Background: an optimization exercise with open tools, aiming at small area, a short achievable clock period and few clock cycles per item. Do not read the settings as production practice.
At most, simulation tests tie the RTL to the original design; equivalence was not proved.
For runs 1 and 6, only the layout was checked, not whether the RTL still works.
Power and IR drop assume default switching activity.

--- flow/design.v ---
module rdport8(
    input [127:0] rf,
    input [7:0] sel,
    output reg [15:0] q
    );
integer i;
always @(*) begin
    q = 16'd0;
    for (i = 0; i < 8; i = i + 1)
        q = q | (rf[16*i +: 16] & {16{sel[i]}});
end
endmodule
module rdport9(
    input [127:0] rf,
    input [7:0] sel,
    input [15:0] ext,
    input ext_sel,
    output reg [15:0] q
    );
integer i;
always @(*) begin
    q = ext & {16{ext_sel}};
    for (i = 0; i < 8; i = i + 1)
        q = q | (rf[16*i +: 16] & {16{sel[i]}});
end
endmodule
module rdport8x(
    input [127:0] rf,
    input [7:0] sel,
    input inv,
    output reg [15:0] q
    );
integer i;
always @(*) begin
    q = 16'd0;
    for (i = 0; i < 8; i = i + 1)
        q = q | (rf[16*i +: 16] & {16{sel[i]}});
    q = q ^ {16{inv}};
end
endmodule
module addsub(
    input [15:0] a, b,
    input cin,
    output [15:0] s
    );
assign s = a + b + {15'd0, cin};
endmodule
module processor(
    input [15:0] DIN,
    input Resetn, Clock, Run,
    output reg Done,
    output [15:0] BusWires
    );
reg [127:0] rf;         
reg         pend;       
reg [2:0]   mvi_rx;     
wire [2:0] rx = DIN[12:10];
wire [2:0] ry = DIN[9:7];
wire is_mvi = ~DIN[14] & DIN[13];    
wire use_x  = ~pend & DIN[14];       
wire sub    = ~pend & DIN[13];       
reg [7:0] xsel, ysel;
integer i;
always @(*)
    for (i = 0; i < 8; i = i + 1) begin
        xsel[i] = use_x && rx == i;
        ysel[i] = ry == i;
    end
wire [15:0] X, Y;
rdport8 portx(.rf(rf), .sel(xsel), .q(X));
rdport8x porty(.rf(rf), .sel(ysel), .inv(sub), .q(Y));
wire [15:0] sum;
addsub alu(.a(X), .b(Y), .cin(sub), .s(sum));
assign BusWires = pend ? DIN : sum;
always @(*)
    Done = Resetn & (pend | (Run & ~is_mvi));
wire [2:0] wa = pend ? mvi_rx : rx;
always @(posedge Clock) begin
    if (!pend) mvi_rx <= rx;
    pend <= Resetn & ~pend & Run & is_mvi;
    for (i = 0; i < 8; i = i + 1)
        if (Done && wa == i) rf[16*i +: 16] <= BusWires;
end
endmodule
--- flow/flow/run.sh ---
#!/bin/bash
# Standard ORFS layout with these changes:
#  - port buffers are plain buffers (sky130_fd_sc_hd__buf_2), not delay buffers;
#  - clock tree from clkbuf_8 only, without dummy balancing loads;
#  - setup repair limited to the moves: unbuffer,sizeup,swap
set -euo pipefail
bash standard.sh \
  BUFFER_PORTS_ARGS="-buffer_cell sky130_fd_sc_hd__buf_2" \
  CTS_ARGS="-sink_clustering_enable -repair_clock_nets -dont_use_dummy_load -buf_list sky130_fd_sc_hd__clkbuf_8" \
  SETUP_MOVE_SEQUENCE="unbuffer,sizeup,swap" \
  finish > orfs_make.log 2>&1
--- flow/standard.sh ---
#!/bin/bash
# synth_recipe.tcl (not shown) runs the flow's synth.tcl, then flattens the netlist and writes it again
# the make line also repeats each setting of config.mk as NAME=value (left out here)
make -C /OpenROAD-flow-scripts/flow DESIGN_CONFIG=/design/flow/config.mk WORK_HOME=/design/flow/orfs CLKGATE_MAP_FILE= SYNTH_SCRIPT=/design/flow/synth_recipe.tcl "${@:-finish}"
--- flow/config.mk ---
export PLATFORM = sky130hd
export DESIGN_NAME = processor
export DESIGN_NICKNAME = processor
export VERILOG_FILES = /design/flow/design.v
export SDC_FILE = /design/flow/constraint.sdc
export NUM_CORES = 4
export LEC_CHECK = 0
export CAP_MARGIN = 5
export CORE_MARGIN = 2
export CORE_UTILIZATION = 40
export SETUP_SLACK_MARGIN = 4
export SLEW_MARGIN = 5
export SYNTH_HIERARCHICAL = 1
--- flow/constraint.sdc ---
create_clock -name core_clock -period 10.0 [get_ports {Clock}]
set_input_delay 2.0000 -clock core_clock [delete_from_list [all_inputs] [get_ports {Clock}]]
set_output_delay 2.0000 -clock core_clock [all_outputs]
set_load 0.01 [all_outputs]
==> reports/qor.csv, run 1 <==
metric,value,unit
outcome,timing/DRC/antenna clean,
Crit Path Max Fanout,9,
Final nets,581,
worst hold path class,flop to flop,
largest net degree at the start of global routing,35,
row count,47,
R2R Path End,rf[126],
Max Freq,142.0,MHz
"commonest cells after routing, fill and taps aside","edfxtp_1 (128), a22oi_1 (108), nand4_1 (34)",
Synth Area in Simple Gates,0.08265,
WL per Instance,24.24,um
reg2reg path depth,15,
Top-Level Pins,36,
Starting Density,0.4124,
R2R Setup Slk,6040,ps
Post-DRT Antenna Nets,0,
Root Buffer,clkbuf_8,
CTS Buffer Depth,2,
Worst Tran Pin Value,1168,ps
synth-to-layout area growth,12.01,%
clk sinks,132,
Synth Cell Area,6888,um^2
dominant synthesized flop cell,edfxtp_1,
IO buf count,35,
Worst setup EP type,output pin,
Final period util,0.7040,
"FFs w/ async S/R, synth",0,
crit path time final,7040,ps
final WL,18520,um
Pwr Density,180.2,nW/um^2
DRT Pass-1 Iters,5,
share of post-route cells with drive strength above 1,0.2721,
Rel. slew slack,0.2207,
final core utilization,0.4619,
core area,16700,um^2
Setup WS pre-CTS,2490,ps
"most common cell after layout, fill and taps aside",edfxtp_1,
multiplexer share of the synthesized area,0.03143,
flop and latch count out of synthesis,132,
vias in the first global route,4855,
Die ar.,18290,um^2
worst r2r src,pend,
post-synthesis sequential area ratio,0.5697,
Synth Area in Adders,0.03124,
Post-Syn Nets,551,
Worst Setup EP,BusWires[14],
initial antenna violation count,0,
die height,135.2,um
worst endpoint data arrival time,5040,ps
leakage,2.532,nW
post-synthesis xor/xnor area fraction,0.03815,
CTS tree,yes,
die width,135.2,um
WP data required,8000,ps
starting DRC count in detailed routing,466,
Final Wtd Congestion,0.9207,
Compound-Gate Fraction of Synth Area,0.1873,
setup_tns,0,ps
Mean Syn Cell Area,13.35,um^2
Synth cell types,46,
Vias,4836,
Avg Vias per Cell,6.330,
total gr overflow,0,
Max Cap Viol,0,
CP Class,input port to output pin,
launch point of the worst path,DIN[9],
final hold viol count,0,
first-pass GRT wire length,27680,um
FILL cells,1504,
Final setup viols,0,
drt drc,0,
TritonCTS buffer count,17,
Detailed Place HPWL,11710,um
Antenna Cells,0,
largest family of logic cells by synthesized area,compound AO/OA/AOI/OAI gates,
VDD IR max,97.29,uV
Placed Cells,747,
Post-synth EDFFs,128,
RSZ-0062 raised after global routing,yes,
Ys Warns,9,
"Clk Latency, worst-skew pair",470,ps
Final Max Tran Viols,0,
Final WS setup,2960,ps
"CTS clk-pin slew, worst paths",60,ps
Cells after Synth,516,
Startpoint Class,input port,
Layout Cells excl Fill,764,
Final Skew,23.57,ps
H-tree levels,4,
Hold Buf Count CTS,0,
gr usage total,0.2072,
## cell type report
class	count	area [um^2]	area share
clock buffers	17	234.0	0.03033
inverters	6	22.52	0.002919
multi-input cells	337	2808	0.3639
flip-flops and latches	132	3925	0.5088
well taps	220	275.3	0.03568
repair buffers	52	450.4	0.05838
## critical path, stage by stage
cell       delay [ps]
buf_12            120
nor3_4            440
a22oi_2           150
nand4_1           120
xor2_1            230
fa_2              260
inv_2              40
fa_2              350
nand2b_4          170
a21oi_4           140
o2111ai_2         150
nand2_1           140
a31oi_1           110
xnor2_1           160
mux2_4            320
buf_6             130
## per-module statistics from Yosys (local to each module, per instance)
module,flops+latches,cells inside,area (um^2)
addsub,0,98,724.4
rdport8x,0,114,965.9
processor,132,208,4439
rdport8,0,96,758.2
## through the flow
stage	power, mW	cell area, um^2	hold slack (ps)
floorplan	0.9463	7033	455.9
global placement	1.037	7237	462.9
detailed placement	1.047	7237	470.3
CTS	1.392	7676	483.3
global route	1.451	7715	489.2
finish	1.390	7715	479.9
## flip-flops by register name (all words and copies together), names as in the netlist
register and flops:
mvi_rx 3, rf 128, pend 1
## how the worst min path moves through the flow
stage / from / end / cells after the start
floorplan: mvi_rx[1] / mvi_rx[1] / 1
CTS: mvi_rx[1] / mvi_rx[1] / 1
finish: mvi_rx[1] / mvi_rx[1] / 1
global placement: mvi_rx[1] / mvi_rx[1] / 1
detailed placement: mvi_rx[1] / mvi_rx[1] / 1
global route: mvi_rx[1] / mvi_rx[1] / 1
## routing by layer
layer / up-vias / GRT usage / part of all wire
met1: 2413 / 0.2653 / 0.42
li1: 2137 / - / -
met5: - / 0 / 0
met4: 0 / 0.09201 / 0.026
met3: 44 / 0.04340 / 0.068
met2: 242 / 0.3404 / 0.48
## where the power goes
part | switching (mW) | internal (mW) | total (mW) | leakage (nW)
clock network | 0.177 | 0.149 | 0.326 | 0.122
logic | 0.216 | 0.151 | 0.367 | 1.22
registers | 0.00866 | 0.689 | 0.698 | 1.19
## Yosys cell counts (2+ instances only)
| cell type | instances | area, um^2 |
|---|---|---|
| a21o_1 | 4 | 30.03 |
| a21oi_1 | 13 | 65.06 |
| a21oi_2 | 3 | 26.28 |
| a22oi_1 | 115 | 863.3 |
| a22oi_2 | 13 | 162.7 |
| a31oi_1 | 2 | 12.51 |
| a32oi_1 | 2 | 17.52 |
| and3_1 | 2 | 12.51 |
| and3b_1 | 2 | 17.52 |
| buf_2 | 7 | 35.03 |
| buf_6 | 28 | 315.3 |
| clkbuf_1 | 4 | 15.01 |
| dfxtp_1 | 4 | 80.08 |
| edfxtp_1 | 128 | 3844 |
| fa_1 | 2 | 40.04 |
| ha_1 | 14 | 175.2 |
| inv_1 | 6 | 22.52 |
| mux2_2 | 17 | 191.4 |
| nand2_1 | 13 | 48.80 |
| nand2b_1 | 7 | 43.79 |
| nand3b_1 | 2 | 15.01 |
| nand4_1 | 34 | 212.7 |
| nor2_1 | 23 | 86.33 |
| nor2b_1 | 4 | 25.02 |
| nor3_1 | 6 | 30.03 |
| nor3b_1 | 4 | 30.03 |
| nor4_1 | 2 | 12.51 |
| o21a_1 | 2 | 15.01 |
| o21ai_0 | 8 | 40.04 |
| xnor2_1 | 7 | 61.31 |
| xor2_1 | 23 | 201.4 |
## logic make-up (layout without fill, tap and decap cells)
kind of cell	after synthesis	after routing
flip-flops	132	132
adder cells (fa/ha/maj)	16	16
AND/OR/NAND/NOR	103	103
AO/OA/AOI/OAI	169	169
XOR/XNOR	30	30
buffers and inverters	47	75
multiplexers	19	19
## timing repair
item,CTS,global route
endpoints found under the hold margin,0,0
pin swaps,13,7
resized for setup,48,9
endpoints found under the setup margin,16,16
setup buffers,0,0
==> run 2: changes to the inputs <==
--- a/flow/design.v
+++ b/flow/design.v
@@ -24,26 +24,12 @@
         q = q | (rf[16*i +: 16] & {16{sel[i]}});
 end
 endmodule
-module rdport8x(
-    input [127:0] rf,
-    input [7:0] sel,
-    input inv,
-    output reg [15:0] q
-    );
-integer i;
-always @(*) begin
-    q = 16'd0;
-    for (i = 0; i < 8; i = i + 1)
-        q = q | (rf[16*i +: 16] & {16{sel[i]}});
-    q = q ^ {16{inv}};
-end
-endmodule
 module addsub(
     input [15:0] a, b,
-    input cin,
+    input sub,
     output [15:0] s
     );
-assign s = a + b + {15'd0, cin};
+assign s = a + (b ^ {16{sub}}) + {15'd0, sub};
 endmodule
 module processor(
     input [15:0] DIN,
@@ -68,9 +54,9 @@
     end
 wire [15:0] X, Y;
 rdport8 portx(.rf(rf), .sel(xsel), .q(X));
-rdport8x porty(.rf(rf), .sel(ysel), .inv(sub), .q(Y));
+rdport8 porty(.rf(rf), .sel(ysel), .q(Y));
 wire [15:0] sum;
-addsub alu(.a(X), .b(Y), .cin(sub), .s(sum));
+addsub alu(.a(X), .b(Y), .sub(sub), .s(sum));
 assign BusWires = pend ? DIN : sum;
 always @(*)
     Done = Resetn & (pend | (Run & ~is_mvi));
==> flow/flow/run.sh (replaced) <==
#!/bin/bash
# Standard ORFS layout with these changes:
#  - port buffers are plain buffers (sky130_fd_sc_hd__buf_2), not delay buffers;
#  - clock tree from clkbuf_8 only, without dummy balancing loads;
#  - setup repair limited to the moves: unbuffer,sizeup,swap,clone
set -euo pipefail
bash standard.sh \
  BUFFER_PORTS_ARGS="-buffer_cell sky130_fd_sc_hd__buf_2" \
  CTS_ARGS="-sink_clustering_enable -repair_clock_nets -dont_use_dummy_load -buf_list sky130_fd_sc_hd__clkbuf_8" \
  SETUP_MOVE_SEQUENCE="unbuffer,sizeup,swap,clone" \
  finish > orfs_make.log 2>&1
==> run 2 against run 1 <==
Still clean on timing, DRC and antenna. Critical path depth is 1 lower. Synthesized cell count fell by 0.39%. Area after synthesis decreased by 0.56%. Sequential power about the same. Register-to-register slack lost 160 ps. Combinational power grew 9.8%. First-iteration DRC count is 23% higher. Global-route usage increased by 1.9 points. Fmax increased by 2.3%. Clock skew is 6.7 ps higher. Via count grew 3.9%. Total power grew 2.2%. Critical path type unchanged.
==> reports/qor.csv, run 2 <==
metric,value,unit,change
VDD IR max,104.0,uV,+6.9%
largest net degree at the start of global routing,40,,+14%
Final setup viols,0,,unchanged
"Cell Area, Placed",7197,um^2,-0.55%
Pwr Density,178.3,nW/um^2,-1.1%
setup_tns,0,ps,unchanged
Vias,5027,,+3.9%
"FFs w/ async S/R, synth",0,,unchanged
CP Class,input port to output pin,,
critical path's slowest cell,fa_2,,
outcome,timing/DRC/antenna clean,,
final WL,20950,um,+13%
CTS tree,yes,,
drt drc,0,,unchanged
post-synthesis sequential area ratio,0.5729,,+0.003226
FILL cells,1450,,-3.6%
"commonest cells after routing, fill and taps aside","edfxtp_1 (128), a22oi_1 (113), nand4_1 (33)",,
core area,16640,um^2,-0.35%
Final Wtd Congestion,0.8970,,-2.6%
CP peak stage delay,370,ps,-70 ps
reg2reg path depth,14,,-1
worst hold path class,flop to flop,,
"Clk Latency, worst-skew pair",460,ps,about the same
Startpoint Class,input port,,
leakage,2.593,nW,+2.4%
final hold viol count,0,,unchanged
Layout Cells excl Fill,776,,+1.6%
Final Max Tran Viols,0,,unchanged
dominant synthesized flop cell,edfxtp_1,,
Starting Density,0.4115,,-0.0008733
Avg Vias per Cell,6.478,,+2.3%
Top-Level Pins,36,,unchanged
Final WS setup,3120,ps,+160.3 ps
Yosys top cell by area,edfxtp_1,,
vias in the first global route,5139,,+5.8%
hold_ws,484.6,ps,+4.793 ps
WP data required,8000,ps,about the same
final core utilization,0.4787,,+0.01674
"most common cell after layout, fill and taps aside",edfxtp_1,,
Mean Syn Cell Area,13.33,um^2,-0.18%
RSZ-0062 raised after global routing,yes,,
critical-path cell list,"buf_12, nor3_2, buf_6, a22oi_1, nand4_1, mux2i_2, inv_1, fa_2, a21oi_2, o21bai_2, a21oi_2, or4b_4, o221ai_2, mux2_4, buf_2",,
"Design Area, Final",7966,um^2,+3.3%
Largest Register,rf,,
max FFs per register,128,,unchanged
Max Cap Viol,0,,unchanged
row count,47,,unchanged
Synth cell types,50,,+8.7%
Final nets,593,,+2.1%
total gr overflow,0,,unchanged
Top Registers,"rf: 128 flops, mvi_rx: 3 flops, pend: 1 flops",,
initial antenna violation count,0,,unchanged
top post-synthesis cells by area,"edfxtp_1 (56%), a22oi_1 (14%), buf_6 (4.6%), xor2_1 (3.1%), nand4_1 (3.0%)",,
Crit path max-delay family,compound AO/OA/AOI/OAI gates,,
Crit Path Max Fanout,16,,+7
die width,134.9,um,-0.27%
multi-input logic area,2987,um^2,+6.4%
Root Buffer,clkbuf_8,,
Setup WS pre-CTS,2766,ps,+275.8 ps
Commonest cells post-synth,"a22oi_1 (128), edfxtp_1 (128), nand4_1 (33)",,
crit path time final,6880,ps,-160.3 ps
top cell type's share of synthesized area,0.5612,,+0.003160
TritonCTS buffer count,17,,unchanged
Post-synth EDFFs,128,,unchanged
H-tree levels,4,,unchanged
Antenna Cells,0,,unchanged
Die ar.,18190,um^2,-0.55%
Crit path buffers/inverters,4,,+1
worst endpoint data arrival time,4880,ps,-160 ps
Final period util,0.6880,,-0.01603
CP dominant cell by count,a21oi_2,,
clk sinks,132,,unchanged
CP Depth,15,,-1
CTS Buffer Depth,2,,unchanged
Rel. slew slack,0.1628,,-0.05782
gr usage total,0.2261,,+0.01889
WL per Instance,26.99,um,+11%
first-pass GRT wire length,29880,um,+7.9%
Max Freq,145.4,MHz,+2.3%
hold path cells,1,,unchanged
synth-to-layout area growth,16.31,%,
starting DRC count in detailed routing,575,,+23%
Cells after Synth,514,,-0.39%
"CTS clk-pin slew, worst paths",80,ps,+20 ps
share of post-route cells with drive strength above 1,0.3183,,+0.04629
Final Skew,30.26,ps,+6.691 ps
Synth Cell Area,6849,um^2,-0.56%
Worst setup EP type,output pin,,
Worst Tran Pin Value,1254,ps,+86.64 ps
Ys Warns,8,,-1
Placed Cells,742,,-0.67%
Detailed Place HPWL,11440,um,-2.3%
total power,1.421,mW,+2.2%
die height,134.9,um,-0.27%
flop and latch count out of synthesis,132,,unchanged
Register Area,3925,um^2,unchanged
Hold Buf Count CTS,0,,unchanged
IO buf count,35,,unchanged
DRT Pass-1 Iters,5,,unchanged
Post-DRT Antenna Nets,0,,unchanged
Post-Syn Nets,549,,-0.36%
-- run 2: cell count changes after synthesis, moves of 3 or more --
cell / previous run / this run
a21o_1: 4 / 0
a21oi_1: 13 / 16
a21oi_2: 3 / 0
a22oi_1: 115 / 128
a22oi_2: 13 / 0
nand2_1: 13 / 16
nand2b_1: 7 / 3
o21ai_1: 0 / 3
-- run 2: modules after synthesis (local to each module, per instance) --
module | flip-flops and latches | cell area (um^2)
processor | 132 | 4439
addsub | 0 | 893.4
rdport8 | 0 | 758.2
-- run 2: per-layer routing --
metal,wire length [um],up-vias,GRT usage
li1,-,2180,-
met1,8295,2513,0.2769
met2,10130,260,0.3725
met3,1564,74,0.05293
met4,955,0,0.1187
met5,0,-,0
-- run 2: timing repair --
| item | 4_1_cts | 5_1_grt |
|---|---|---|
| gates resized for setup | 65 | 30 |
| pin swaps | 9 | 10 |
| setup buffers | 0 | 0 |
| endpoints found under the setup margin | 15 | 15 |
| gates cloned | 10 | 7 |
-- run 2: layout make-up --
class | count | share of cell area
clock buffer | 17 | 0.02937
inverter | 6 | 0.002827
multi-input combinational | 343 | 0.3749
sequential | 132 | 0.4927
tap | 220 | 0.03455
timing repair buffer | 58 | 0.06565
-- run 2: cell families (layout without fill, tap and decap cells) --
logic type	after synthesis	count (layout)	synth area share
AND/OR/NAND/NOR	98	99	0.08020
XOR/XNOR	30	30	0.03836
buffers and inverters	47	81	0.06101
multiplexers	19	26	0.03160
flip-flops	132	132	0.5729
adder cells (fa/ha/maj)	16	16	0.03033
AO/OA/AOI/OAI	172	172	0.1856
-- run 2: path summary, 6_finish.rpt --
| check | startpoint | to | slack, ps |
|---|---|---|---|
| worst max register to register | pend | rf[124] | 5880 |
| worst min register to register | mvi_rx[1] | mvi_rx[1] | 480 |
| worst max-delay path | DIN[9] | BusWires[14] | 3120 |
| worst min-delay path | mvi_rx[1] | mvi_rx[1] | 480 |
-- run 2: power breakdown --
group / total, mW / internal [mW] / switching (mW)
clock: 0.322 / 0.149 / 0.174
combinational: 0.403 / 0.166 / 0.237
sequential: 0.695 / 0.687 / 0.00883
Testbench counts of run 2, summed over its fixed seeds: cycles 9,996, items 8,000.
==> run 3: changes to the inputs <==
==> flow/flow/run.sh (replaced) <==
#!/bin/bash
# Standard ORFS layout with these changes:
#  - port buffers are plain buffers (sky130_fd_sc_hd__buf_1), not delay buffers;
#  - clock tree from clkbuf_8 only, without dummy balancing loads;
#  - setup repair limited to the moves: unbuffer,sizeup,swap
set -euo pipefail
bash standard.sh \
  BUFFER_PORTS_ARGS="-buffer_cell sky130_fd_sc_hd__buf_1" \
  CTS_ARGS="-sink_clustering_enable -repair_clock_nets -dont_use_dummy_load -buf_list sky130_fd_sc_hd__clkbuf_8" \
  SETUP_MOVE_SEQUENCE="unbuffer,sizeup,swap" \
  finish > orfs_make.log 2>&1
--- a/flow/config.mk
+++ b/flow/config.mk
@@ -5,9 +5,9 @@
 export SDC_FILE = /design/flow/constraint.sdc
 export NUM_CORES = 4
 export LEC_CHECK = 0
-export CAP_MARGIN = 5
+export CAP_MARGIN = 20
 export CORE_MARGIN = 2
 export CORE_UTILIZATION = 40
 export SETUP_SLACK_MARGIN = 4
-export SLEW_MARGIN = 5
+export SLEW_MARGIN = 20
 export SYNTH_HIERARCHICAL = 1
==> run 3 against run 2 <==
Still clean. Global-route usage down 1.7 points. Synthesized cell count unchanged. Fmax is 0.41% lower. Setup slack worse by 29 ps. Non-clock buffer count shrank 6. Via count decreased by 2.9%. First-iteration DRC count is 20% lower. Clock skew increased by 0.68 ps. Combinational power down 6.5%. Total power decreased by 2.0%. Critical path type unchanged. Largest power group unchanged. Highest routed layer unchanged.
==> reports/qor.csv, run 3 <==
metric,value,unit,change
"most common cell after layout, fill and taps aside",edfxtp_1,,
largest net degree at the start of global routing,35,,-13%
Commonest cells post-synth,"a22oi_1 (128), edfxtp_1 (128), nand4_1 (33)",,
hold_ws,487.6,ps,+2.970 ps
final hold viol count,0,,unchanged
Sw Share,0.2902,,-0.004927
Rel. slew slack,0.3646,,+0.2017
TritonCTS buffer count,17,,unchanged
"commonest cells after routing, fill and taps aside","edfxtp_1 (128), a22oi_1 (111), nand4_1 (33)",,
Synth cell types,50,,unchanged
Top Registers,"rf: 128 flops, mvi_rx: 3 flops, pend: 1 flops",,
Post-Syn Nets,549,,unchanged
CTS Buffer Depth,2,,unchanged
CTS tree,yes,,
Ys Warns,8,,unchanged
drt drc,0,,unchanged
worst hold path class,flop to flop,,
synth-to-layout area growth,14.30,%,
launch point of the worst path,DIN[12],,
CP Class,input port to output pin,,
total gr overflow,0,,unchanged
Final Max Tran Viols,0,,unchanged
die height,134.9,um,unchanged
Worst Tran Pin Value,953.2,ps,-301.2 ps
postcts setup bufs,0,,unchanged
"Design Area, Final",7829,um^2,-1.7%
CP peak stage delay,530,ps,+160 ps
Pwr Density,177.8,nW/um^2,-0.32%
setup_tns,0,ps,unchanged
Vias,4879,,-2.9%
Comb power frac,0.271,,-0.012
Max Cap Viol,0,,unchanged
starting DRC count in detailed routing,458,,-20%
gr usage total,0.2091,,-0.01700
die width,134.9,um,unchanged
Pint,987.8,uW,-1.4%
initial antenna violation count,0,,unchanged
crit path time final,6908,ps,+28.60 ps
Worst setup EP type,output pin,,
flop and latch count out of synthesis,132,,unchanged
FILL cells,1440,,-0.69%
Final Skew,30.95,ps,+0.6829 ps
Register Area,3925,um^2,unchanged
Seq pwr share,0.500,,+0.010
first-pass GRT wire length,27440,um,-8.2%
WL per Instance,24.50,um,-9.2%
vias in the first global route,4731,,-7.9%
final WL,18670,um,-11%
Mean Syn Cell Area,13.33,um^2,unchanged
"Clk Latency, worst-skew pair",450,ps,about the same
RSZ-0062 raised after global routing,yes,,
worst r2r src,pend,,
Layout Cells excl Fill,762,,-1.8%
Crit Path Max Fanout,16,,unchanged
Clk pwr share,0.230,,+0.003
Largest Register,rf,,
IO buf count,35,,unchanged
Synth Cell Area,6849,um^2,unchanged
core area,16640,um^2,unchanged
WP data required,8000,ps,about the same
share of post-route cells with drive strength above 1,0.2565,,-0.06189
Hold Buf Count CTS,0,,unchanged
Avg Vias per Cell,6.403,,-1.2%
"CTS clk-pin slew, worst paths",60,ps,-20 ps
total power,1.392,mW,-2.0%
Max Freq,144.8,MHz,-0.41%
post-synthesis sequential area ratio,0.5729,,unchanged
Antenna Cells,0,,unchanged
outcome,timing/DRC/antenna clean,,
Root Buffer,clkbuf_8,,
worst endpoint data arrival time,4910,ps,+30 ps
DRT Pass-1 Iters,6,,+1
dominant synthesized flop cell,edfxtp_1,,
top post-synthesis cells by area,"edfxtp_1 (56%), a22oi_1 (14%), buf_6 (4.6%), xor2_1 (3.1%), nand4_1 (3.0%)",,
Detailed Place HPWL,11520,um,+0.71%
Final period util,0.6908,,+0.002860
critical path's slowest cell,or4b_1,,
H-tree levels,4,,unchanged
Placed Cells,745,,+0.40%
multi-input logic area,2949,um^2,-1.3%
Startpoint Class,input port,,
Cells after Synth,514,,unchanged
leakage,2.442,nW,-5.8%
row count,47,,unchanged
VDD IR max,107.6,uV,+3.5%
Psw,403.8,uW,-3.7%
"Cell Area, Placed",7198,um^2,about the same
Post-synth EDFFs,128,,unchanged
max FFs per register,128,,unchanged
"FFs w/ async S/R, synth",0,,unchanged
Die ar.,18190,um^2,unchanged
Starting Density,0.4115,,unchanged
beginning of the worst hold path,mvi_rx[1],,
Yosys top cell by area,edfxtp_1,,
top cell type's share of synthesized area,0.5612,,unchanged
Final nets,579,,-2.4%
Final setup viols,0,,unchanged
Post-DRT Antenna Nets,0,,unchanged
clk sinks,132,,unchanged
critical-path cell list,"buf_8, nand2b_4, nor4_2, buf_6, a22oi_2, nand4_1, mux2i_2, inv_1, fa_2, a21oi_2, o21bai_2, a21oi_4, or4b_1, o221ai_1, mux2_4, buf_1",,
Final Wtd Congestion,0.8732,,-2.7%
Top-Level Pins,36,,unchanged
-- run 3: timing repair --
action | in CTS | in global routing
pin swaps | 17 | 14
resized for setup | 54 | 42
endpoints found under the setup margin | 16 | 15
-- run 3: power groups by stage --
| stage | Clock [mW] | Sequential (mW) | Combinational, mW |
|---|---|---|---|
| floorplan | 0 | 0.703 | 0.242 |
| global placement | 0 | 0.706 | 0.320 |
| detailed placement | 0 | 0.706 | 0.329 |
| CTS | 0.322 | 0.695 | 0.348 |
| global route | 0.347 | 0.696 | 0.412 |
| finish | 0.320 | 0.695 | 0.377 |
-- run 3: cell type report --
class                           instances  share of cell area
Clock buffer                           17             0.02989
Tap cell                              220             0.03516
Timing Repair Buffer                   52             0.05402
Sequential cell                       132              0.5014
Multi-Input combinational cell        335              0.3767
Inverter                                6            0.002877
-- run 3: modules after synthesis (local to each module, per instance) --
module | cells inside | flops+latches | cell area, um^2
addsub | 114 | 0 | 893.4
processor | 208 | 132 | 4439
rdport8 | 96 | 0 | 758.2
-- run 3: layer usage --
layer | global-route usage | vias up | routed length [um]
met5 | 0 | - | 0
met4 | 0.1152 | 0 | 827
met3 | 0.04542 | 78 | 1351
met2 | 0.3356 | 275 | 8944
met1 | 0.2640 | 2383 | 7548
li1 | - | 2143 | -
-- run 3: logic make-up (layout without fill, tap and decap cells) --
| family | count (synthesis) | in the layout | synth area share |
|---|---|---|---|
| compound gates | 172 | 172 | 0.1856 |
| flops | 132 | 132 | 0.5729 |
| simple gates | 98 | 98 | 0.08020 |
| buf+inv | 47 | 75 | 0.06101 |
| xor+xnor | 30 | 30 | 0.03836 |
| mux | 19 | 19 | 0.03160 |
| fa+ha+maj | 16 | 16 | 0.03033 |
-- run 3: worst paths after layout --
path	to	slack [ps]	cells past startpoint
max	BusWires[14]	3090	16
min reg2reg	mvi_rx[1]	490	1
max reg2reg	rf[62]	6100	14
min	mvi_rx[1]	490	1
-- run 3: through the flow --
stage,setup slack (ps),util
6_report,3092,0.4704
5_1_grt,2905,0.4704
4_1_cts,3091,0.4574
3_5_place_dp,2252,0.4325
3_3_place_gp,2350,0.4307
2_1_floorplan,3624,-
-- run 3: critical path: cells and delay by family --
| kind | cells | cell delay, ps |
|---|---|---|
| AO/OA/AOI/OAI | 5 | 590 |
| adder cells (fa/ha/maj) | 1 | 220 |
| buffers and inverters | 4 | 680 |
| multiplexers | 2 | 370 |
| AND/OR/NAND/NOR | 4 | 1040 |
==> run 4: changes to the inputs <==
--- a/flow/config.mk
+++ b/flow/config.mk
@@ -8,6 +8,6 @@
 export CAP_MARGIN = 20
 export CORE_MARGIN = 2
 export CORE_UTILIZATION = 40
-export SETUP_SLACK_MARGIN = 4
+export SETUP_SLACK_MARGIN = 5
 export SLEW_MARGIN = 20
 export SYNTH_HIERARCHICAL = 1
==> run 4 against run 3 <==
Global-route usage is 0.057 points higher. Total power is 0.28% higher. Register-to-register slack worse by 100 ps. Wire length is 0.70% lower. Fmax is 0.97% lower. Sequential share of layout area is 0.19 points higher. Combinational power is 2% higher. Core utilization is 0.18 points lower. Sequential power hardly changed. Clock skew is 7.4 ps lower. Critical path type unchanged. Largest power group unchanged.
==> reports/qor.csv, run 4 <==
metric,value,unit,change
Commonest cells post-synth,"a22oi_1 (128), edfxtp_1 (128), nand4_1 (33)",,
H-tree levels,4,,unchanged
largest net degree at the start of global routing,35,,unchanged
VDD IR max,104.4,uV,-3.0%
"Clk Latency, worst-skew pair",440,ps,about the same
die height,134.9,um,unchanged
beginning of the worst hold path,mvi_rx[1],,
vias in the first global route,4837,,+2.2%
setup_tns,0,ps,unchanged
leakage,2.458,nW,+0.66%
worst r2r src,pend,,
Post-DRT Antenna Nets,0,,unchanged
launch point of the worst path,DIN[8],,
Root Buffer,clkbuf_8,,
share of post-route cells with drive strength above 1,0.2597,,+0.003211
Worst Tran Pin Value,1114,ps,+160.7 ps
worst hold path class,flop to flop,,
top post-synthesis cells by area,"edfxtp_1 (56%), a22oi_1 (14%), buf_6 (4.6%), xor2_1 (3.1%), nand4_1 (3.0%)",,
final hold viol count,0,,unchanged
starting DRC count in detailed routing,453,,-1.1%
max FFs per register,128,,unchanged
outcome,timing/DRC/antenna clean,,
Die ar.,18190,um^2,unchanged
Final period util,0.6976,,+0.006740
"commonest cells after routing, fill and taps aside","edfxtp_1 (128), a22oi_1 (116), nand4_1 (33)",,
gr usage total,0.2097,,+0.0005721
"FFs w/ async S/R, synth",0,,unchanged
Ys Warns,8,,unchanged
worst endpoint data arrival time,4980,ps,+70 ps
Sw Share,0.2859,,-0.004327
Max Freq,143.4,MHz,-0.97%
Starting Density,0.4115,,unchanged
Post-synth EDFFs,128,,unchanged
Final setup viols,0,,unchanged
Final Wtd Congestion,0.8322,,-4.7%
Top Registers,"rf: 128 flops, mvi_rx: 3 flops, pend: 1 flops",,
Largest Register,rf,,
die width,134.9,um,unchanged
Psw,398.9,uW,-1.2%
Final nets,580,,+0.17%
"CTS clk-pin slew, worst paths",70,ps,about the same
Final Max Tran Viols,0,,unchanged
Synth Cell Area,6849,um^2,unchanged
Yosys top cell by area,edfxtp_1,,
Worst setup EP type,output pin,,
R2R Path End,rf[74],,
TritonCTS buffer count,17,,unchanged
Clk pwr share,0.225,,-0.005
Cells after Synth,514,,unchanged
Mean Syn Cell Area,13.33,um^2,unchanged
Pwr Density,178.9,nW/um^2,+0.67%
Detailed Place HPWL,11660,um,+1.2%
clk sinks,132,,unchanged
Pint,996.6,uW,+0.89%
synth-to-layout area growth,13.87,%,
Max Cap Viol,0,,unchanged
Seq pwr share,0.498,,-0.002
first-pass GRT wire length,28080,um,+2.3%
DRT Pass-1 Iters,5,,-1
Antenna Cells,0,,unchanged
CTS tree,yes,,
row count,47,,unchanged
drt drc,0,,unchanged
core area,16640,um^2,unchanged
IO buf count,35,,unchanged
Avg Vias per Cell,6.393,,-0.15%
R2R Setup Slk,6000,ps,-100 ps
Rel. slew slack,0.2566,,-0.1079
Vias,4878,,-0.020%
WP data required,8000,ps,about the same
reg2reg path depth,14,,unchanged
Final Skew,23.58,ps,-7.362 ps
WL per Instance,24.30,um,-0.83%
total gr overflow,0,,unchanged
post-synthesis sequential area ratio,0.5729,,unchanged
crit path time final,6976,ps,+67.40 ps
Synth cell types,50,,unchanged
Comb power frac,0.277,,+0.006
Crit Path Max Fanout,16,,unchanged
total power,1.396,mW,+0.28%
dominant synthesized flop cell,edfxtp_1,,
postcts setup bufs,0,,unchanged
Post-Syn Nets,549,,unchanged
RSZ-0062 raised after global routing,yes,,
"most common cell after layout, fill and taps aside",edfxtp_1,,
CP Class,input port to output pin,,
Startpoint Class,input port,,
final core utilization,0.4686,,-0.001805
CTS Buffer Depth,2,,unchanged
top cell type's share of synthesized area,0.5612,,unchanged
flop and latch count out of synthesis,132,,unchanged
initial antenna violation count,0,,unchanged
Worst Setup EP,BusWires[10],,
final WL,18540,um,-0.70%
Top-Level Pins,36,,unchanged
[run 4: cell count changes in the layout (fill, tap and decap cells not counted), sizes merged]
cell    delta
clkbuf     -1
buf        +2
[run 4: worst max-delay path, stage by stage]
cell,delay [ps]
buf_12,110
and3b_4,530
a22oi_2,90
nand4_1,210
mux2i_4,310
inv_2,60
fa_2,430
a21oi_4,210
o21bai_4,110
a21oi_4,190
nor2_2,80
xor2_1,150
mux2_4,340
buf_6,140
[run 4: modules after synthesis (local to each module, per instance)]
module / cell area [um^2] / copies in the design / flip-flops and latches
processor: 4439 / 1 / 132
addsub: 893.4 / 1 / 0
rdport8: 758.2 / 2 / 0
[run 4: worst min path at each step]
| stage | slack (ps) | cells after the start | to |
|---|---|---|---|
| floorplan | 460 | 1 | mvi_rx[1] |
| global placement | 460 | 1 | mvi_rx[1] |
| detailed placement | 470 | 1 | mvi_rx[1] |
| CTS | 490 | 1 | mvi_rx[1] |
| global route | 500 | 1 | mvi_rx[1] |
| finish | 490 | 1 | mvi_rx[1] |
[run 4: area by class of cell]
| type | count | area (um^2) |
|---|---|---|
| Sequential cell | 132 | 3925 |
| Timing Repair Buffer | 53 | 410.4 |
| Tap cell | 220 | 275.3 |
| Multi-Input combinational cell | 335 | 2932 |
| Clock buffer | 17 | 234.0 |
| Inverter | 6 | 22.52 |
| Fill cell | 1443 | 8843 |
[run 4: per-stage QoR]
stage               instance area, um^2  hold slack, ps  setup slack (ps)  std cells
floorplan                          7051           455.9              3624        514
global placement                   7191           464.6              2418        745
detailed placement                 7206           472.1              2373        745
CTS                                7630           489.2              3049        762
global route                       7799           498.6              2907        763
finish                             7799           488.0              3024        763
[run 4: power by group through the flow]
stage	combinational, mW	sequential, mW	clock (mW)
floorplan	0.246	0.703	0
global placement	0.324	0.706	0
detailed placement	0.330	0.706	0
CTS	0.355	0.695	0.320
global route	0.422	0.696	0.344
finish	0.386	0.695	0.314
[run 4: logic make-up after synthesis]
| kind of cell | count (synthesis) | synth area share |
|---|---|---|
| adder cells (fa/ha/maj) | 16 | 0.03033 |
| buffers and inverters | 47 | 0.06101 |
| multiplexers | 19 | 0.03160 |
| flip-flops | 132 | 0.5729 |
| AND/OR/NAND/NOR | 98 | 0.08020 |
| XOR/XNOR | 30 | 0.03836 |
| AO/OA/AOI/OAI | 172 | 0.1856 |
[run 4: timing repair]
item                       4_1_cts  5_1_grt
resized for setup               56       34
pin swaps                       13       15
hold buffers                     0        0
setup endpoints to repair      104       16
[run 4: layer usage]
metal	vias up	track usage	share of wire	routed length [um]
met2	257	0.3432	0.49	9060
li1	2140	-	-	-
met5	-	0	0	0
met3	48	0.05405	0.075	1393
met4	0	0.07778	0.026	477
met1	2433	0.2690	0.41	7610
==> run 5: changes to the inputs <==
--- a/flow/config.mk
+++ b/flow/config.mk
@@ -7,7 +7,7 @@
 export LEC_CHECK = 0
 export CAP_MARGIN = 20
 export CORE_MARGIN = 2
-export CORE_UTILIZATION = 40
+export CORE_UTILIZATION = 55
 export SETUP_SLACK_MARGIN = 5
 export SLEW_MARGIN = 20
 export SYNTH_HIERARCHICAL = 1
==> run 5 against run 4 <==
Sequential cell count unchanged. Sequential power is essentially flat. Die area is 27% lower. Wire length is 1.2% higher. Final cell count fell by 6.7%. Clock skew decreased by 1.8 ps. Sequential share of layout area shrank 0.54 points. Setup slack improved by 71 ps. Global-route usage up 8.4 points. Highest routed layer unchanged. Synthesized cell count unchanged. Combinational power up 2%. Non-clock buffer count rose by 1.
==> reports/qor.csv, run 5 <==
metric,value,unit,change
Detailed Place HPWL,11640,um,-0.23%
die height,115.6,um,-14%
RSZ-0062 raised after global routing,yes,,
"Clk Latency, worst-skew pair",450,ps,about the same
synth-to-layout area growth,15.09,%,
Crit path buffers/inverters,3,,unchanged
Crit path max-delay family,simple AND/OR/NAND/NOR gates,,
Hold Buf Count CTS,0,,unchanged
clk sinks,132,,unchanged
Top-Level Pins,36,,unchanged
Antenna Cells,0,,unchanged
Yosys top cell by area,edfxtp_1,,
top post-synthesis cells by area,"edfxtp_1 (56%), a22oi_1 (14%), buf_6 (4.6%), xor2_1 (3.1%), nand4_1 (3.0%)",,
Root Buffer,clkbuf_8,,
DR WL met2,8970,um,-0.99%
final WL,18770,um,+1.2%
Cells after Synth,514,,unchanged
initial antenna violation count,0,,unchanged
Final period util,0.6905,,-0.007058
total power,1.408,mW,+0.87%
"CTS clk-pin slew, worst paths",60,ps,about the same
Die ar.,13360,um^2,-27%
Synth cell types,50,,unchanged
DRT Pass-1 Iters,5,,unchanged
total gr overflow,0,,unchanged
Max Cap Viol,0,,unchanged
gr usage total,0.2934,,+0.08374
dominant synthesized flop cell,edfxtp_1,,
hold_ws,492.8,ps,+4.814 ps
"most common cell after layout, fill and taps aside",edfxtp_1,,
CP Depth,15,,+1
H-tree levels,4,,unchanged
Worst Tran Pin Value,1013,ps,-101.1 ps
CP peak stage delay,600,ps,+70 ps
top routing layer used,met4,,
critical path's slowest cell,nor3_4,,
Ys Warns,8,,unchanged
R2R Path End,rf[56],,
setup_tns,0,ps,unchanged
first-pass GRT wire length,27740,um,-1.2%
Vias,4859,,-0.39%
CTS Buffer Depth,2,,unchanged
crit path time final,6905,ps,-70.58 ps
Commonest cells post-synth,"a22oi_1 (128), edfxtp_1 (128), nand4_1 (33)",,
Starting Density,0.5678,,+0.1563
Setup WS pre-CTS,2347,ps,-25.58 ps
Met3 Wirelength,1369,um,-1.7%
Final nets,581,,+0.17%
max FFs per register,128,,unchanged
drt drc,0,,unchanged
Post-Syn Nets,549,,unchanged
VDD IR max,103.9,uV,-0.43%
outcome,timing/DRC/antenna clean,,
Top Registers,"rf: 128 flops, mvi_rx: 3 flops, pend: 1 flops",,
M1 WL,7381,um,-3.0%
largest net degree at the start of global routing,35,,unchanged
IO buf count,35,,unchanged
R2R Setup Slk,6030,ps,+30 ps
CP Class,input port to output pin,,
"FFs w/ async S/R, synth",0,,unchanged
Final Max Tran Viols,0,,unchanged
reg2reg path depth,14,,unchanged
FILL cells,888,,-38%
top cell type's share of synthesized area,0.5612,,unchanged
Post-DRT Antenna Nets,0,,unchanged
Mean Syn Cell Area,13.33,um^2,unchanged
Final setup viols,0,,unchanged
Max Freq,144.8,MHz,+1.0%
Final Skew,21.74,ps,-1.842 ps
launch point of the worst path,DIN[12],,
Pwr Density,178.6,nW/um^2,-0.20%
postcts setup bufs,0,,unchanged
Worst setup EP type,output pin,,
WP data required,8000,ps,about the same
TritonCTS buffer count,17,,unchanged
Post-synth EDFFs,128,,unchanged
Final WS setup,3095,ps,+70.58 ps
share of post-route cells with drive strength above 1,0.2904,,+0.03077
row count,40,,-15%
worst hold path class,flop to flop,,
"commonest cells after routing, fill and taps aside","edfxtp_1 (128), a22oi_1 (110), nand4_1 (33)",,
vias in the first global route,4947,,+2.3%
worst r2r src,pend,,
Largest Register,rf,,
die width,115.6,um,-14%
core area,12060,um^2,-28%
Final Wtd Congestion,0.9025,,+8.4%
final hold viol count,0,,unchanged
starting DRC count in detailed routing,452,,-0.22%
Worst Setup EP,BusWires[14],,
Startpoint Class,input port,,
Avg Vias per Cell,6.824,,+6.7%
flop and latch count out of synthesis,132,,unchanged
WL per Instance,26.36,um,+8.5%
Rel. slew slack,0.3248,,+0.06817
leakage,2.493,nW,+1.4%
CTS tree,yes,,
post-synthesis sequential area ratio,0.5729,,unchanged
worst endpoint data arrival time,4910,ps,-70 ps
critical-path cell list,"buf_12, nand2_8, nor3_4, a22oi_1, nand4_1, mux2i_2, inv_1, fa_2, a21oi_2, o21bai_2, a21oi_2, or4b_1, o221ai_1, mux2_4, buf_2",,
Crit Path Max Fanout,11,,-5
CP dominant cell by count,a21oi_2,,
Synth Cell Area,6849,um^2,unchanged
-- run 5: modules after synthesis, one instance, submodules excluded --
module	flops+latches	cell area, um^2
addsub	0	893.4
processor	132	4439
rdport8	0	758.2
-- run 5: cell type report --
class / instances / area (um^2) / area share
inverter: 6 / 22.52 / 0.002857
timing repair buffer: 54 / 480.5 / 0.06095
clock buffer: 17 / 234.0 / 0.02968
multi-input combinational: 335 / 3010 / 0.3819
sequential: 132 / 3925 / 0.4979
tap: 168 / 210.2 / 0.02667
-- run 5: cell families after synthesis --
group	synth area share
muxes	0.03160
AOI/OAI and AO/OA	0.1856
xor gates and xnor gates	0.03836
buffers and inverters	0.06101
and+or+nand+nor	0.08020
DFF	0.5729
adders and majority gates	0.03033
-- run 5: metal layers --
metal,vias to the layer above,GRT usage
met5,-,0
met4,0,0.1896
met3,87,0.06538
met2,245,0.4686
met1,2389,0.3613
li1,2138,-
-- run 5: repair_timing --
item / in CTS / in global routing
gates resized for setup: 90 / 23
setup endpoints to repair: 96 / 16
pin swaps: 35 / 15
-- run 5: power by group --
| group | switching [mW] | internal, mW | total, mW |
|---|---|---|---|
| Sequential | 0.00907 | 0.687 | 0.696 |
| Combinational | 0.226 | 0.168 | 0.394 |
| Clock | 0.169 | 0.149 | 0.318 |
-- run 5: worst register-to-register path: cells and delay by family, from the launching register on --
kind                       cells  cell delay [ps]
adders and majority gates      1              360
xor gates and xnor gates       1              160
buffers and inverters          2              270
and+or+nand+nor                3              550
AOI/OAI and AO/OA              5              760
DFF                            1              990
muxes                          2              600
-- run 5: through the flow --
stage               instances  instance area [um^2]    util
global placement          692                  7118  0.5901
floorplan                 514                  7051       -
detailed placement        695                  7178  0.5951
global route              712                  7883  0.6535
finish                    712                  7883  0.6535
CTS                       712                  7767  0.6440
-- run 5: how the worst min path moves through the flow --
stage	startpoint	to	slack, ps	cells past startpoint
after floorplan	mvi_rx[1]	mvi_rx[1]	460	1
after global placement	mvi_rx[1]	mvi_rx[1]	470	1
after detailed placement	mvi_rx[1]	mvi_rx[1]	470	1
after CTS	mvi_rx[1]	mvi_rx[1]	490	1
after global routing	mvi_rx[1]	mvi_rx[1]	510	1
final	mvi_rx[1]	mvi_rx[1]	490	1
==> run 6: changes to the inputs <==
--- a/flow/design.v
+++ b/flow/design.v
@@ -27,9 +27,11 @@
 module addsub(
     input [15:0] a, b,
     input sub,
+    input [15:0] d,
+    input dsel,
     output [15:0] s
     );
-assign s = a + (b ^ {16{sub}}) + {15'd0, sub};
+assign s = dsel ? d : a + (b ^ {16{sub}}) + {15'd0, sub};
 endmodule
 module processor(
     input [15:0] DIN,
@@ -55,9 +57,7 @@
 wire [15:0] X, Y;
 rdport8 portx(.rf(rf), .sel(xsel), .q(X));
 rdport8 porty(.rf(rf), .sel(ysel), .q(Y));
-wire [15:0] sum;
-addsub alu(.a(X), .b(Y), .sub(sub), .s(sum));
-assign BusWires = pend ? DIN : sum;
+addsub alu(.a(X), .b(Y), .sub(sub), .d(DIN), .dsel(pend), .s(BusWires));
 always @(*)
     Done = Resetn & (pend | (Run & ~is_mvi));
 wire [2:0] wa = pend ? mvi_rx : rx;
--- a/flow/config.mk
+++ b/flow/config.mk
@@ -7,7 +7,7 @@
 export LEC_CHECK = 0
 export CAP_MARGIN = 20
 export CORE_MARGIN = 2
-export CORE_UTILIZATION = 55
+export CORE_UTILIZATION = 40
 export SETUP_SLACK_MARGIN = 5
 export SLEW_MARGIN = 20
 export SYNTH_HIERARCHICAL = 1
==> run 6 against run 5 <==
Register-to-register slack better by 40 ps. Critical path depth is 2 lower. First-iteration DRC count is 0.66% higher. Sequential cell count stayed put. Largest cell class unchanged. Fmax is 5.3% lower. Non-clock buffer count is 2 lower. Clock skew is 7.5 ps higher. Area after synthesis is 1.4% higher. Worst hold slack worse by 3.2 ps. Final cell count is 12% higher.
==> reports/qor.csv, run 6 <==
metric,value,unit,change
top post-synthesis cells by area,"edfxtp_1 (55%), a22oi_1 (14%), buf_6 (4.9%), nand4_1 (3.0%), ha_1 (2.9%)",,
Max Freq,137.2,MHz,-5.3%
Cells after Synth,547,,+6.4%
RSZ-0062 raised after global routing,yes,,
gr usage total,0.2162,,-0.07717
Synth Area in Adders,0.03169,,+0.001369
Die ar.,18440,um^2,+38%
drt drc,0,,unchanged
Final Skew,29.20,ps,+7.462 ps
Psw,423.8,uW,+5.0%
Post-DRT Antenna Nets,0,,unchanged
Max Cap Viol,0,,unchanged
Final period util,0.7288,,+0.03833
multiplexer share of the synthesized area,0.008644,,-0.02296
WP data required,8000,ps,about the same
Layout Cells excl Fill,799,,+12%
Top Registers,"rf: 128 flops, mvi_rx: 3 flops, pend: 1 flops",,
Synth Area in Simple Gates,0.09310,,+0.01291
die height,135.8,um,+17%
clk sinks,132,,unchanged
postcts setup bufs,0,,unchanged
Synth cell types,61,,+22%
VDD IR max,114.8,uV,+11%
Largest Register,rf,,
Seq pwr share,0.492,,-0.002
first-pass GRT wire length,29020,um,+4.6%
top cell type's share of synthesized area,0.5532,,-0.007984
die width,135.8,um,+17%
CTS Buffer Depth,2,,unchanged
IO buf count,35,,unchanged
Starting Density,0.4059,,-0.1619
"CTS clk-pin slew, worst paths",70,ps,about the same
flop and latch count out of synthesis,132,,unchanged
"Clk Latency, worst-skew pair",450,ps,about the same
CP Class,input port to output pin,,
Sw Share,0.3030,,+0.01620
Compound-Gate Fraction of Synth Area,0.2067,,+0.02113
dominant synthesized flop cell,edfxtp_1,,
Final nets,612,,+5.3%
total gr overflow,0,,unchanged
Avg Vias per Cell,6.392,,-6.3%
setup_tns,0,ps,unchanged
final WL,19310,um,+2.9%
final hold viol count,0,,unchanged
Ys Warns,8,,unchanged
Synth Cell Area,6948,um^2,+1.4%
Vias,5107,,+5.1%
final core utilization,0.4696,,-0.1839
Post-Syn Nets,583,,+6.2%
total power,1.399,mW,-0.64%
Hold Buf Count CTS,0,,unchanged
H-tree levels,4,,unchanged
crit path time final,7288,ps,+383.3 ps
CTS tree,yes,,
Crit Path Max Fanout,9,,-2
Final setup viols,0,,unchanged
"FFs w/ async S/R, synth",0,,unchanged
Final Wtd Congestion,0.8895,,-1.4%
initial antenna violation count,0,,unchanged
Root Buffer,clkbuf_8,,
share of post-route cells with drive strength above 1,0.2683,,-0.02215
Detailed Place HPWL,12230,um,+5.1%
TritonCTS buffer count,17,,unchanged
Worst setup EP type,output pin,,
Post-synth EDFFs,128,,unchanged
DRT Pass-1 Iters,5,,unchanged
Commonest cells post-synth,"a22oi_1 (128), edfxtp_1 (128), nand4_1 (33)",,
Antenna Cells,0,,unchanged
Placed Cells,782,,+13%
Top-Level Pins,36,,unchanged
leakage,2.469,nW,-0.94%
largest net degree at the start of global routing,51,,+46%
Comb power frac,0.279,,about the same
Startpoint Class,input port,,
Worst Tran Pin Value,707.2,ps,-305.6 ps
post-synthesis sequential area ratio,0.5647,,-0.008150
FILL cells,1522,,+71%
Rel. slew slack,0.5274,,+0.2026
vias in the first global route,5145,,+4.0%
core area,17120,um^2,+42%
post-synthesis xor/xnor area fraction,0.03151,,-0.006849
Final Max Tran Viols,0,,unchanged
Clk pwr share,0.229,,+0.003
outcome,timing/DRC/antenna clean,,
worst endpoint data arrival time,5290,ps,+380 ps
Pwr Density,174.0,nW/um^2,-2.6%
starting DRC count in detailed routing,455,,+0.66%
multi-input logic area,3206,um^2,+6.5%
largest family of logic cells by synthesized area,compound AO/OA/AOI/OAI gates,,
Yosys top cell by area,edfxtp_1,,
max FFs per register,128,,unchanged
row count,48,,+20%
WL per Instance,24.17,um,-8.3%
Register Area,3925,um^2,unchanged
"most common cell after layout, fill and taps aside",edfxtp_1,,
synth-to-layout area growth,15.69,%,
"commonest cells after routing, fill and taps aside","edfxtp_1 (128), a22oi_1 (112), nand4_1 (33)",,
worst hold path class,flop to flop,,
Mean Syn Cell Area,12.70,um^2,-4.7%
Pint,975.0,uW,-2.9%
-- run 6: cell count changes in the layout (fill, tap and decap cells not counted), sizes merged, moves of 6 or more --
cell / before / now
mux2: 18 / 3
o21ai: 9 / 19
xor2: 24 / 18
nand2: 16 / 29
-- run 6: routing by layer --
metal	GRT usage	share of wire	wire length, um
met5	0	0	0
met4	0.09491	0.026	508
met3	0.04527	0.063	1211
met2	0.3690	0.50	9731
met1	0.2649	0.41	7861
-- run 6: layout make-up --
class	instances	share of cell area
sequential	132	0.4883
inverter	8	0.003736
clock buffer	17	0.02911
multi-input combinational	365	0.3988
tap	225	0.03502
timing repair buffer	52	0.04499
-- run 6: power by group through the flow --
stage	Combinational [mW]	Clock, mW	Sequential [mW]
final	0.390	0.320	0.688
after detailed placement	0.331	0	0.699
after global placement	0.323	0	0.699
after CTS	0.380	0.321	0.688
after floorplan	0.244	0	0.698
after global routing	0.421	0.345	0.689
-- run 6: through the flow --
| stage | cell area [um^2] | hold slack (ps) | setup slack, ps |
|---|---|---|---|
| detailed placement | 7375 | 467.0 | 1884 |
| floorplan | 7184 | 455.8 | 3526 |
| finish | 8038 | 489.6 | 2712 |
| CTS | 7995 | 482.6 | 2791 |
| global route | 8038 | 503.5 | 2655 |
| global placement | 7350 | 465.0 | 2007 |
-- run 6: per-module statistics from Yosys (local to each module, per instance) --
| module | area (um^2) | copies in the design | cells inside |
|---|---|---|---|
| processor | 4248 | 1 | 188 |
| rdport8 | 758.2 | 2 | 96 |
| addsub | 1184 | 1 | 167 |
-- run 6: kinds of logic after synthesis --
group / after synthesis
simple gates: 122
fa+ha+maj: 17
flops: 132
mux: 4
buf+inv: 50
compound gates: 197
xor+xnor: 25
-- run 6: critical path: stages --
cell and delay, ps:
buf_12 120, nor3b_4 580, a22oi_1 190, nand4_1 210, mux2i_4 340, inv_2 60, fa_2 390, a211oi_4 310
nor3_4 90, o32a_1 320, xnor2_1 140, o21ai_2 310, buf_2 210
-- run 6: worst paths after layout --
path | start | endpoint | slack [ps] | cells after the start
worst min-delay path | mvi_rx[1] | mvi_rx[1] | 490 | 1
worst max register to register | pend | rf[10] | 6070 | 14
worst max-delay path | DIN[7] | BusWires[10] | 2710 | 13
worst min register to register | mvi_rx[1] | mvi_rx[1] | 490 | 1
-- run 6: repair_timing --
action | CTS | global route
endpoints found under the hold margin | 0 | 0
endpoints found under the setup margin | 120 | 16
pin swaps | 38 | 11
resized for setup | 85 | 10
==> run 7: changes to the inputs <==
--- a/flow/design.v
+++ b/flow/design.v
@@ -27,11 +27,9 @@
 module addsub(
     input [15:0] a, b,
     input sub,
-    input [15:0] d,
-    input dsel,
     output [15:0] s
     );
-assign s = dsel ? d : a + (b ^ {16{sub}}) + {15'd0, sub};
+assign s = a + (b ^ {16{sub}}) + {15'd0, sub};
 endmodule
 module processor(
     input [15:0] DIN,
@@ -52,12 +50,12 @@
 always @(*)
     for (i = 0; i < 8; i = i + 1) begin
         xsel[i] = use_x && rx == i;
-        ysel[i] = ry == i;
+        ysel[i] = !pend && ry == i;
     end
 wire [15:0] X, Y;
 rdport8 portx(.rf(rf), .sel(xsel), .q(X));
-rdport8 porty(.rf(rf), .sel(ysel), .q(Y));
-addsub alu(.a(X), .b(Y), .sub(sub), .d(DIN), .dsel(pend), .s(BusWires));
+rdport9 porty(.rf(rf), .sel(ysel), .ext(DIN), .ext_sel(pend), .q(Y));
+addsub alu(.a(X), .b(Y), .sub(sub), .s(BusWires));
 always @(*)
     Done = Resetn & (pend | (Run & ~is_mvi));
 wire [2:0] wa = pend ? mvi_rx : rx;
==> flow/flow/run.sh (replaced) <==
#!/bin/bash
# Standard ORFS layout, with the port buffers made from plain buffers
# (sky130_fd_sc_hd__buf_2) instead of the delay buffers buffer_ports picks.
set -euo pipefail
bash standard.sh BUFFER_PORTS_ARGS="-buffer_cell sky130_fd_sc_hd__buf_2" finish > orfs_make.log 2>&1
--- a/flow/config.mk
+++ b/flow/config.mk
@@ -8,6 +8,7 @@
 export CAP_MARGIN = 20
 export CORE_MARGIN = 2
 export CORE_UTILIZATION = 40
-export SETUP_SLACK_MARGIN = 5
+export CTS_BUF_LIST = sky130_fd_sc_hd__clkbuf_4 sky130_fd_sc_hd__clkbuf_8
+export SETUP_SLACK_MARGIN = 2
 export SLEW_MARGIN = 20
 export SYNTH_HIERARCHICAL = 1
==> run 7 against run 6 <==
Die area fell by 4.1%. Highest routed layer unchanged. Largest cell class unchanged. Critical path depth rose by 1. Synthesized cell count fell by 9.9%. Cell area fell by 7.2%. Clock power rose by 28%. Final cell count fell by 3.9%. Core utilization fell by 1.5 points. Sequential power rose by 2%.
==> reports/qor.csv, run 7 <==
metric,value,unit,change
Final setup viols,0,,unchanged
DRT Pass-1 Iters,5,,unchanged
Crit Path Max Fanout,9,,unchanged
CP Depth,14,,+1
Placed Cells,737,,-5.8%
CP peak stage delay,770,ps,+190 ps
CTS tree,yes,,
Seq pwr share,0.492,,about the same
Pwr Density,190.7,nW/um^2,+9.6%
gr usage total,0.2314,,+0.01516
Sw Share,0.3051,,+0.002157
leakage,2.483,nW,+0.58%
Synth cell types,49,,-20%
IO buf count,35,,unchanged
Final Skew,15.43,ps,-13.77 ps
worst endpoint data arrival time,5900,ps,+610 ps
hold path cells,1,,unchanged
Top-Level Pins,36,,unchanged
Mean Syn Cell Area,13.50,um^2,+6.3%
Avg Vias per Cell,6.510,,+1.9%
top post-synthesis cells by area,"edfxtp_1 (58%), a22oi_1 (9.0%), xor2_1 (3.2%), buf_6 (3.0%), ha_1 (2.8%)",,
most common cell in the netlist,edfxtp_1,,
reg2reg path depth,13,,-1
hold_ws,486.1,ps,-3.530 ps
drt drc,0,,unchanged
"Clk Latency, worst-skew pair",460,ps,about the same
share of post-route cells with drive strength above 1,0.2464,,-0.02194
Top Registers,"rf: 128 flops, mvi_rx: 3 flops, pend: 1 flops",,
Worst Tran Pin Value,982.8,ps,+275.6 ps
Crit path max-delay family,simple AND/OR/NAND/NOR gates,,
Pint,989.1,uW,+1.4%
crit path time final,7905,ps,+616.4 ps
top cell type's share of synthesized area,0.5774,,+0.02423
dominant synthesized flop cell,edfxtp_1,,
Starting Density,0.4057,,about the same
Max Freq,126.5,MHz,-7.8%
Largest Register,rf,,
row count,47,,-2.1%
Final WS setup,2095,ps,-616.4 ps
flop and latch count out of synthesis,132,,unchanged
Worst setup EP type,output pin,,
Clk pwr share,0.289,,+0.060
Final period util,0.7905,,+0.06164
critical-path cell list,"buf_2, nand2_1, nor3_2, buf_4, a221oi_2, nand3_1, xor2_1, ha_1, nand2_1, o21ai_0, a211oi_1, a21oi_1, xor2_1, buf_2",,
initial antenna violation count,0,,unchanged
Vias,5000,,-2.1%
H-tree levels,4,,unchanged
Final nets,571,,-6.7%
final WL,20150,um,+4.3%
Post-synth EDFFs,128,,unchanged
Psw,434.3,uW,+2.5%
Synth Cell Area,6656,um^2,-4.2%
vias in the first global route,4887,,-5.0%
FILL cells,1456,,-4.3%
WP data required,8000,ps,about the same
"FFs w/ async S/R, synth",0,,unchanged
Detailed Place HPWL,12660,um,+3.5%
largest net degree at the start of global routing,39,,-24%
Die ar.,17690,um^2,-4.1%
Final Max Tran Viols,0,,unchanged
post-synthesis sequential area ratio,0.5895,,+0.02473
Setup WS pre-CTS,2002,ps,+117.6 ps
worst hold path class,flop to flop,,
Antenna Cells,0,,unchanged
CP Class,input port to output pin,,
"CTS clk-pin slew, worst paths",70,ps,about the same
Crit path buffers/inverters,3,,unchanged
"most common cell after layout, fill and taps aside",edfxtp_1,,
Startpoint Class,input port,,
Cells after Synth,493,,-9.9%
Commonest cells post-synth,"edfxtp_1 (128), a22oi_1 (80), xor2_1 (24)",,
Layout Cells excl Fill,768,,-3.9%
Yosys top cell by area,edfxtp_1,,
WL per Instance,26.24,um,+8.6%
"Cell Area, Placed",7059,um^2,-4.3%
Post-Syn Nets,528,,-9.4%
first-pass GRT wire length,29890,um,+3.0%
critical path's slowest cell,nor3_2,,
final hold viol count,0,,unchanged
core area,16410,um^2,-4.1%
clk sinks,132,,unchanged
max FFs per register,128,,unchanged
setup_tns,0,ps,unchanged
synth-to-layout area growth,12.11,%,
Max Cap Viol,0,,unchanged
"Design Area, Final",7462,um^2,-7.2%
CTS Buffer Depth,2,,unchanged
total gr overflow,0,,unchanged
"commonest cells after routing, fill and taps aside","edfxtp_1 (128), a22oi_1 (80), buf_2 (35)",,
Root Buffer,clkbuf_8,,
starting DRC count in detailed routing,611,,+34%
Rel. slew slack,0.3412,,-0.1862
outcome,timing/DRC/antenna clean,,
die height,133,um,-2.1%
postcts setup bufs,0,,unchanged
Post-DRT Antenna Nets,0,,unchanged
RSZ-0062 raised after global routing,yes,,
TritonCTS buffer count,17,,unchanged
Ys Warns,9,,+1
VDD IR max,100.1,uV,-13%
die width,133,um,-2.1%
Final Wtd Congestion,0.9370,,+5.3%
Hold Buf Count CTS,0,,unchanged
Comb power frac,0.219,,-0.060
## run 7: cell types whose count changed after synthesis, sizes merged, moves of 16 or more
cell | previous run | this run
a22o | 0 | 16
nand3 | 2 | 19
a22oi | 128 | 80
nand4 | 33 | 17
a222oi | 0 | 16
a221oi | 0 | 16
## run 7: logic make-up after synthesis
family,synth area share
AOI/OAI and AO/OA,0.2085
xor gates and xnor gates,0.04079
adders and majority gates,0.03120
buffers and inverters,0.04831
DFF,0.5895
muxes,0.004322
and+or+nand+nor,0.07744
## run 7: final timing paths
check                                from           end  slack, ps
worst min register to register  mvi_rx[1]     mvi_rx[1]        490
worst min-delay path            mvi_rx[1]     mvi_rx[1]        490
worst max-delay path               DIN[7]  BusWires[11]       2100
worst max register to register       pend        rf[89]       5560
## run 7: area by class of cell
class | count | area (um^2) | area share
Multi-Input combinational cell | 322 | 2540 | 0.3404
Clock inverter | 13 | 111.4 | 0.01492
Tap cell | 220 | 275.3 | 0.03689
Sequential cell | 132 | 3924 | 0.5258
Timing Repair Buffer | 59 | 355.3 | 0.04762
Inverter | 4 | 15.01 | 0.002012
Clock buffer | 18 | 241.5 | 0.03236
## run 7: layer usage
| layer | share of wire | GRT usage | up-vias | wire length (um) |
|---|---|---|---|---|
| li1 | - | - | 2131 | - |
| met3 | 0.11 | 0.05977 | 52 | 2126 |
| met2 | 0.45 | 0.3518 | 340 | 9097 |
| met5 | 0 | 0 | - | 0 |
| met4 | 0.030 | 0.08662 | 0 | 609 |
| met1 | 0.41 | 0.3203 | 2477 | 8318 |
## run 7: what timing repair did
item | CTS | global route
pin swaps | 0 | 0
resized for setup | 1 | 6
endpoints found under the setup margin | 1 | 8
## run 7: power by group through the flow
stage / Clock, mW / Sequential (mW) / Combinational (mW)
6_report: 0.411 / 0.700 / 0.312
3_5_place_dp: 0 / 0.712 / 0.305
3_3_place_gp: 0 / 0.712 / 0.297
5_1_grt: 0.438 / 0.702 / 0.341
4_1_cts: 0.417 / 0.700 / 0.306
2_1_floorplan: 0 / 0.710 / 0.199
## run 7: through the flow
stage,total power [mW],utilization
2_1_floorplan,0.9086,-
3_3_place_gp,1.009,0.4300
3_5_place_dp,1.017,0.4303
4_1_cts,1.423,0.4521
5_1_grt,1.481,0.4548
6_report,1.423,0.4548
## run 7: per-module statistics from Yosys, one instance, submodules excluded
module | cells inside | times used
processor | 189 | 1
rdport8 | 96 | 1
addsub | 115 | 1
rdport9 | 93 | 1
Testbench counts of run 7, summed over its fixed seeds: cycles 9,996, items 8,000.

## static timing again, ports no longer ideal
In the flow no input, the clock included, has a driving cell. The finished layouts below were timed again as built, in two steps. Step 1: set_driving_cell puts a clkbuf_16 on Clock and a buf_2 on each other input, an assumption about the parent block. Step 2 also shifts input and output timing later by t, the mid clock arrival at the registers, as if the neighbouring blocks saw the same clock. a / b / c = ideal ports / drivers / drivers and shift; a / b = the first two.
| run | t, ns | setup WS [ns] | slew at the worst register clock pin (ns) |
|---|---|---|---|
| run 1 | 0.491 | 2.960 / 2.911 / 2.911 | 0.08 / 0.08 |
| run 2 | 0.487 | 3.120 / 3.051 / 3.051 | 0.08 / 0.08 |
| run 3 | 0.473 | 3.092 / 3.046 / 3.046 | 0.08 / 0.08 |
| run 4 | 0.469 | 3.024 / 2.978 / 2.978 | 0.07 / 0.07 |
| run 5 | 0.477 | 3.095 / 3.027 / 3.027 | 0.07 / 0.07 |
| run 6 | 0.475 | 2.712 / 2.654 / 2.654 | 0.08 / 0.08 |
| run 7 | 0.488 | 2.095 / 2.073 / 2.073 | 0.08 / 0.08 |
After both steps setup and hold are still met in every run listed. The setup slack of run 2, which loses most, moves by -0.069 ns with the drivers and by -0.069 ns with both steps.
